What follows belongs to an exercise in optimizing a design on an open flow for small area and a short achievable clock period; a production flow would make more cautious choices. The RTL was checked by simulation tests, not by an equivalence proof against the original design.

==> design.v <==
module RegistroCargaIn
#(parameter N = 4)
(
	clk, rst, Z_in, Y_in, mode_in, btn_change_in, Z_m, Y_m, mode_m, btn_change_m
);
	input logic clk;
	input logic rst;
	input logic [N-1:0] Z_in;
	input logic [N-1:0] Y_in;
	input logic [1:0] mode_in;
	input logic [1:0] btn_change_in;
	output logic [N-1:0] Z_m;
	output logic [N-1:0] Y_m;
	output logic [1:0] mode_m;
	output logic [1:0] btn_change_m;
	always @ (posedge clk or posedge rst)
		if (rst) begin
			Z_m <= 0;
			Y_m <= 0;
			mode_m <= 0;
			btn_change_m <= 0;
		end
		else begin
			Z_m <= Z_in;
			Y_m <= Y_in;
			mode_m <= mode_in;
			btn_change_m <= btn_change_in;
		end
endmodule
module RegistroCargaOut
#(parameter N = 4)
(
clk, rst, segA_out, segA_m, segB_out, segB_m, segD_out, segD_m, aritm_out_out, aritm_out_m
);
	input logic clk;
	input logic rst;
	output logic [6:0] segA_out;
	output logic [6:0] segB_out;
	output logic [6:0] segD_out;
	output logic [N-1:0] aritm_out_out;
	input [6:0] segA_m;
	input [6:0] segB_m;
	input [6:0] segD_m;
	input [N-1:0] aritm_out_m;
	always @ (posedge clk or posedge rst)
		if (rst) begin
			segA_out <= 0;
			segB_out <= 0;
			segD_out <= 0;
			aritm_out_out <= 0;
		end
		else begin
			segA_out <= segA_m;
			segB_out <= segB_m;
			segD_out <= segD_m;
			aritm_out_out <= aritm_out_m;
		end
endmodule
 module bin2bcd(
    bin,
     bcd
    );
    input [7:0] bin;
    output [11:0] bcd;
    reg [11 : 0] bcd; 
     reg [3:0] i;   
     always @(bin)
        begin
            bcd = 0;  
            for (i = 0; i < 8; i = i+1)  
            begin
                bcd = {bcd[10:0],bin[7-i]};  
                if(i < 7 && bcd[3:0] > 4) 
                    bcd[3:0] = bcd[3:0] + 3;
                if(i < 7 && bcd[7:4] > 4)
                    bcd[7:4] = bcd[7:4] + 3;
                if(i < 7 && bcd[11:8] > 4)
                    bcd[11:8] = bcd[11:8] + 3;  
            end
        end     
endmodule
module paramCalculator 
	# (parameter N = 4)	 
	(
	input		logic		[N-1 : 0]    Z, Y		,	 
	input		logic		[1 : 0]    mode		,	 
	input		logic		[1 : 0]    btn_change,	 
	output   logic    [6 : 0]    segA, segB,   
										  segD,
	output   logic    [N-1 : 0]  aritm_out  
	);
	logic    [N : 0]      temp_out;		 
	logic    [2*N-1 : 0]  prod_out;		 
	logic    [7 : 0]  	 bcd;				 
	logic 		  	  		 flag_N, flag_Z, 
								 flag_C, flag_V;
	logic    [N-1 : 0]    a1, b1;
	logic    [N   : 0]    p1;
	integer i;
	bin2bcd uut (
        .bin(aritm_out), 
        .bcd(bcd)
    );
	always_comb begin
		aritm_out = 0;
		temp_out	= 0;
		prod_out	= 0;
		flag_N = 0;
		flag_Z = 0;
		flag_C = 0;
		flag_V = 0;
		a1 = Z;
      b1 = Y;
      p1= 0;
		i = 0;
		case ({btn_change, mode})
			{2'b11, 2'b00}	:	begin		 
										temp_out = Z + Y;
										if (temp_out[N])
											begin
												aritm_out = 0;
												flag_C = 1;
											end
										else if (temp_out == 0)
											flag_Z = 1;
										else
											aritm_out = temp_out;
									 end
			{2'b11, 2'b01}	:	begin		 
										if (Z < Y)
											begin
												aritm_out = Y - Z;
												flag_N = 1; 			 
											end
										else if (Y == Z)
											flag_Z = 1;
										else if (Z > Y)
											aritm_out = Z - Y;
										end
			{2'b11, 2'b10}	:	begin		 
										prod_out = Z * Y;
										if (prod_out[2*N-1:N] != 0)
											begin
												aritm_out = 0;
												flag_C = 1;
											end
										else if (Z == 0  || Y == 0)
											begin
												flag_Z = 1;
												aritm_out = 0;
											end
										else
											aritm_out = prod_out[N-1:0];
										end
			{2'b11, 2'b11}	:	begin		 
										if (Y == 0)
											begin
												flag_V = 1;
												aritm_out = 0;
											end
										else if (Z == 0)
											begin
												flag_Z = 1;
												aritm_out = 0;
											end
										else  
											begin
											for(i=0;i < N;i=i+1)    
												begin  
													p1 = {p1[N-1:0],a1[N-1]};
													a1[N-1:1] = a1[N-2:0];
													p1 = p1-{1'b0,b1};
													if(p1[N] == 1)    
														begin
														 a1[0] = 0;
														 p1 = p1 + b1;   
														end
													else
														a1[0] = 1;
												end
											aritm_out = a1;
											end
										end	
			{2'b10, 2'b00}	:	begin		 
										if (Y == 0)
											begin
												flag_V = 1;
												aritm_out = 0;
											end
										else if (Z == 0)
											begin
												flag_Z = 1;
												aritm_out = 0;
											end
										else
											aritm_out = Z % Y;
										end	
			{2'b10, 2'b01}	:	begin		 
										aritm_out = Z & Y;
										if (aritm_out == 0)
											flag_Z = 1;
										end	
			{2'b10, 2'b10}	:	begin		 
										aritm_out = Z | Y;
										if (aritm_out == 0)
											flag_Z = 1;
										end
			{2'b10, 2'b11}	:	begin		 
										aritm_out = Z ^ Y;
										if (aritm_out == 0)
											flag_Z = 1;
										end
			{2'b00, 2'b10}	:	begin		 
										aritm_out = Z << Y;
										if (aritm_out == 0)
											flag_Z = 1;
										end
			{2'b00, 2'b01}	:	begin		 
										aritm_out = Z >> Y;
										if (aritm_out == 0)
											flag_Z = 1;
										end
			default:	
				aritm_out = 0;
		endcase
		case (bcd[3:0])
			4'b0000: segA = 7'b0000001;  
			4'b0001: segA = 7'b1001111;  
			4'b0010: segA = 7'b0010010;  
			4'b0011: segA = 7'b0000110;  
			4'b0100: segA = 7'b1001100;  
			4'b0101: segA = 7'b0100100;  
			4'b0110: segA = 7'b0100000;  
			4'b0111: segA = 7'b0001111;  
			4'b1000: segA = 7'b0000000;  
			4'b1001: segA = 7'b0000100;  
			default: segA = 7'b1111111;  
		 endcase
		case (bcd[7:4])
			4'b0000: segB = 7'b0000001;  
			4'b0001: segB = 7'b1001111;  
			4'b0010: segB = 7'b0010010;  
			4'b0011: segB = 7'b0000110;  
			4'b0100: segB = 7'b1001100;  
			4'b0101: segB = 7'b0100100;  
			4'b0110: segB = 7'b0100000;  
			4'b0111: segB = 7'b0001111;  
			4'b1000: segB = 7'b0000000;  
			4'b1001: segB = 7'b0000100;  
			default: segB = 7'b1111111;  
		endcase
		case ({flag_N, flag_Z, flag_C, flag_V})
			4'b1000:	begin
							segD = 7'b1111110;	 
						end
			4'b0100:	begin
							segD = 7'b0010010;    
						end
			4'b0010:	begin
							segD = 7'b1010101;    
						end
			4'b0001:	begin
							segD = 7'b1000001;    
						end
			default: 
						begin
							segD = 7'b1111111;  
						end
		endcase
	end
endmodule
module RegistroALU #(parameter N=16)
(
	clk, rst, Z_in, Y_in, mode_in, btn_change_in,
   segA_out, segB_out, segD_out, aritm_out_out
);
	input logic clk;
	input logic rst;
	input logic [N-1:0] Z_in;
	input logic [N-1:0] Y_in;
	input logic [1:0] mode_in;
	input logic [1:0] btn_change_in;
	logic [N-1:0] Z_m;
	logic [N-1:0] Y_m;
	logic [1:0] mode_m;	
	logic [1:0] btn_change_m;	
	output logic [6:0] segA_out;
	output logic [6:0] segB_out;
	output logic [6:0] segD_out;
	output logic [N-1:0] aritm_out_out;
	logic [6:0] segA_m;
	logic [6:0] segB_m;
	logic [6:0] segD_m;
	logic [N-1:0] aritm_out_m;
	RegistroCargaIn #(.N(N)) registroIn(clk, rst, Z_in, Y_in, mode_in, btn_change_in, Z_m, Y_m, mode_m, btn_change_m);
	paramCalculator #(.N(N)) alu_m(.Z(Z_m),
							.Y(Y_m),
							.mode(mode_m),
							.btn_change(btn_change_m),
							.segA(segA_m),
							.segB(segB_m),
							.segD(segD_m),
							.aritm_out(aritm_out_m)
							);
	RegistroCargaOut #(.N(N)) registroOut(clk, rst, segA_out, segA_m, segB_out, segB_m, segD_out, segD_m, aritm_out_out, aritm_out_m);
endmodule
==> run.sh <==
#!/bin/bash
# synth_recipe.tcl (not shown) runs the flow's synth.tcl, then flattens the netlist and writes it again
# the make line also repeats each setting of config.mk as NAME=value (left out here)
make -C /OpenROAD-flow-scripts/flow DESIGN_CONFIG=/design/flow/config.mk WORK_HOME=/design/flow/orfs CLKGATE_MAP_FILE= SYNTH_SCRIPT=/design/flow/synth_recipe.tcl finish
==> config.mk <==
export PLATFORM = sky130hd
export DESIGN_NAME = RegistroALU
export DESIGN_NICKNAME = RegistroALU
export VERILOG_FILES = /design/flow/design.v
export SDC_FILE = /design/flow/constraint.sdc
export NUM_CORES = 4
export LEC_CHECK = 0
export CAP_MARGIN = 20
export CORE_MARGIN = 2
export CORE_UTILIZATION = 40
export SLEW_MARGIN = 20
==> constraint.sdc <==
create_clock -name core_clock -period 55.0 [get_ports {clk}]
set_input_delay 11.0000 -clock core_clock [delete_from_list [all_inputs] [get_ports {clk}]]
set_output_delay 11.0000 -clock core_clock [all_outputs]
set_load 0.01 [all_outputs]
==> run notes <==
[registers in the layout, indices dropped and copies added, names as in the netlist]
signal / count
registroOut.segD_out: 6
registroOut.segA_out: 7
registroIn.Z_m: 16
registroOut.aritm_out_out: 16
registroOut.segB_out: 7
registroIn.Y_m: 16
registroIn.mode_m: 2
registroIn.btn_change_m: 2
[worst min path at each step]
stage | end | cells after the start
6_report | registroOut.segD_out[4]$_DFF_PP0_ | 2
5_1_grt | registroOut.segD_out[4]$_DFF_PP0_ | 2
4_1_cts | registroOut.segD_out[4]$_DFF_PP0_ | 2
3_5_place_dp | registroOut.segD_out[4]$_DFF_PP0_ | 2
3_3_place_gp | registroOut.segD_out[4]$_DFF_PP0_ | 2
2_1_floorplan | registroOut.segD_out[2]$_DFF_PP0_ | 4
[per-layer routing]
| metal | global-route usage | up-vias | share of wire |
|---|---|---|---|
| met5 | 0 | - | 0.00037 |
| met2 | 0.4497 | 1507 | 0.44 |
| met1 | 0.3647 | 20990 | 0.43 |
| li1 | - | 21150 | - |
| met4 | 0.09669 | 8 | 0.042 |
| met3 | 0.05504 | 353 | 0.082 |
[metrics by stage]
stage,hold WS [ns],instance area [sq um]
6_report,1.062,48920
5_1_grt,1.036,48910
4_1_cts,1.011,48190
3_5_place_dp,1.009,47870
3_3_place_gp,1.019,47870
2_1_floorplan,0.7326,44350
[cells by family (layout without fill, tap and decap cells)]
| logic type | count (synthesis) | after routing | synth area share |
|---|---|---|---|
| AOI/OAI and AO/OA | 1684 | 1684 | 0.2457 |
| DFF | 72 | 72 | 0.04074 |
| adders and majority gates | 1053 | 1053 | 0.3365 |
| other | 0 | 2 | 0 |
| muxes | 176 | 176 | 0.04369 |
| buffers and inverters | 688 | 849 | 0.05916 |
| and+or+nand+nor | 1724 | 1725 | 0.1783 |
| xor gates and xnor gates | 484 | 485 | 0.09586 |
[cells in the mapped netlist (42+ instances only)]
library cell / n / area share
nor2b_1: 66 / 0.0093
o21ai_0: 390 / 0.044
a21oi_1: 425 / 0.048
inv_1: 492 / 0.042
fa_1: 227 / 0.10
xnor2_1: 302 / 0.060
ha_1: 826 / 0.23
o21a_1: 120 / 0.020
nand2_1: 483 / 0.041
nor3_1: 175 / 0.020
nand3_1: 73 / 0.0083
mux2_2: 135 / 0.034
nand2b_1: 65 / 0.0092
xor2_1: 182 / 0.036
o21bai_1: 74 / 0.013
o31ai_1: 57 / 0.0097
nor2_1: 613 / 0.052
dfrtp_1: 72 / 0.041
a21o_1: 249 / 0.042
a211oi_1: 42 / 0.0071
clkbuf_1: 146 / 0.012
[final cells by class]
class | instances | share of cell area
clock buffers | 10 | 0.004681
flip-flops and latches | 72 | 0.03727
clock inverters | 6 | 0.001381
diodes | 2 | 0.0001023
inverters | 503 | 0.03870
repair buffers | 330 | 0.05522
multi-input cells | 5123 | 0.8249
well taps | 1476 | 0.03775
[tightest hold or removal path, stage by stage, from the launching register on]
cell     delay, ns
dfrtp_1       0.53
o21ai_0       0.17
or3_1         0.29
[timing repair]
action / 4_1_cts / 5_1_grt
endpoints found under the setup margin: 8 / 16
hold buffers: 0 / 0
buffers inserted: 0 / 39
gates resized for setup: 4 / 92
cloned: 0 / 3
pin swaps: 1 / 52
==> run notes <==
Hold WC Path Type register to register; dpl cells 7,462; layout cells sized above 1 0.09381; first-pass GRT wire length 244,000 um; total grt overflow 0; Total Routing Usage GR 0.2770; # port buffers 74; Post-synth EDFFs 0; Synth cell types 93; max incr delay on CP 0.57 ns; Buf/Inv on CP 13; Reg-to-Reg Start registroIn.Y_m[0]$_DFF_PP0_; Detailed Place HPWL 124,800 um; pin count of the biggest net entering global routing 54; termination of the worst setup path registroOut.segA_out[0]$_DFF_PP0_; Final period util 0.9329; via count 44,000; Critical Setup Path Class register to register; CTS root buffer clkbuf_16; commonest non-fill, non-tap cell in the layout ha_1; Most common cell on crit path a21oi_1; Die ar. 113,200 sq um; Die Ht 336.5 um; CP Max Fanout 16; Post-layout nets 7,130; initial antenna violation count 12; actual slew at the worst max-slew pin 1.124 ns; CP startpoint registroIn.Y_m[0]$_DFF_PP0_; Pre-Repair DR Iteration Count 8; yosys warns 6; most frequent cells in the layout ha_1, nor2_1, nand2_1, inv_1, a21oi_1; H-tree levels 3; core box area 109,300 sq um; GPL Wtd Cong 1.034; Remaining DRCs 0; CP Capture Type register; register area 1823 sq um; Iter 0 DRT Violations 3,443; Worst path depth 280; number of synthesized register bits 72; Syn Nets 6,972; P&R area growth vs syn 10.62%; slowest CP cell or4_1; fillcell total 11,130; Min-Delay Startpoint registroIn.btn_change_m[1]$_DFF_PP0_; R2R depth 280; vias per cell 5.850; dpl ws -0.7785 ns; wire length per cell 21.34 um; top_reg_cell synth dfrtp_1; Critical Path AT 51.59 ns; Clock Skews 0.01929 ns; fin. max-slew vios 0; required time of the critical path 55.28 ns; CP top delay family compound AO/OA/AOI/OAI gates; Clock Path Buffers 2; maxcap violations 0; Post-Route Setup TNS 0 ns; reg2reg end registroOut.segA_out[0]$_DFF_PP0_; Synth Instances 5,881; asr flop ratio synth 1.000; Post-Route WL 160,500 um; Die Width 336.5 um; Worst-path clk slew 0.08 ns; remaining antenna violation count 0; clock sink total 72; status no timing/DRC/antenna violations; Worst Setup Start Kind register; Non-Filler Instances 7,522; Period minus WS final 51.31 ns; Top Ports 75; Rows 121; final setup margin 3.691 ns; syn_area_per_cell 7.519 sq um; Final Hold Fails 0; multi-input logic area 40,350 sq um; Clock Latency Late Sink 0.39 ns; vias in the first global route 41,980; final setup fails 0; Max Clock Freq 19.49 MHz; Num CTS Buffers 9; Max transition margin 0.2429; Mapped Area 44,220 sq um; Initial Utilization 0.4045; Seq/Total Area, Yosys 0.04074; CTS tree built; Final Core Density 0.4475

[separate check: timing with driven ports]
How much do the figures lean on ideal ports? The routed layout below was timed once more, with nothing changed but the port constraints.
Step 1 (the two cells are an assumption about what drives the block):
set clk [get_ports {clk}]
set_driving_cell -lib_cell sky130_fd_sc_hd__clkbuf_16 $clk
set_driving_cell -lib_cell sky130_fd_sc_hd__buf_2 [delete_from_list [all_inputs] $clk]
Step 2 also shifts input and output timing later by t, the mid clock arrival at the registers, as if the neighbouring blocks saw the same clock.
Slacks: no drivers / after step 1 / after step 2; pairs: no drivers / after step 1.
t (ns): 0.442
setup WS [ns]: 3.691 / 3.691 / 3.691
hold WS [ns]: 1.062 / 1.062 / 1.062
After both steps this run still meets setup and hold. For this run, drivers alone change the setup slack by 0.000 ns; drivers and shift together by 0.000 ns.
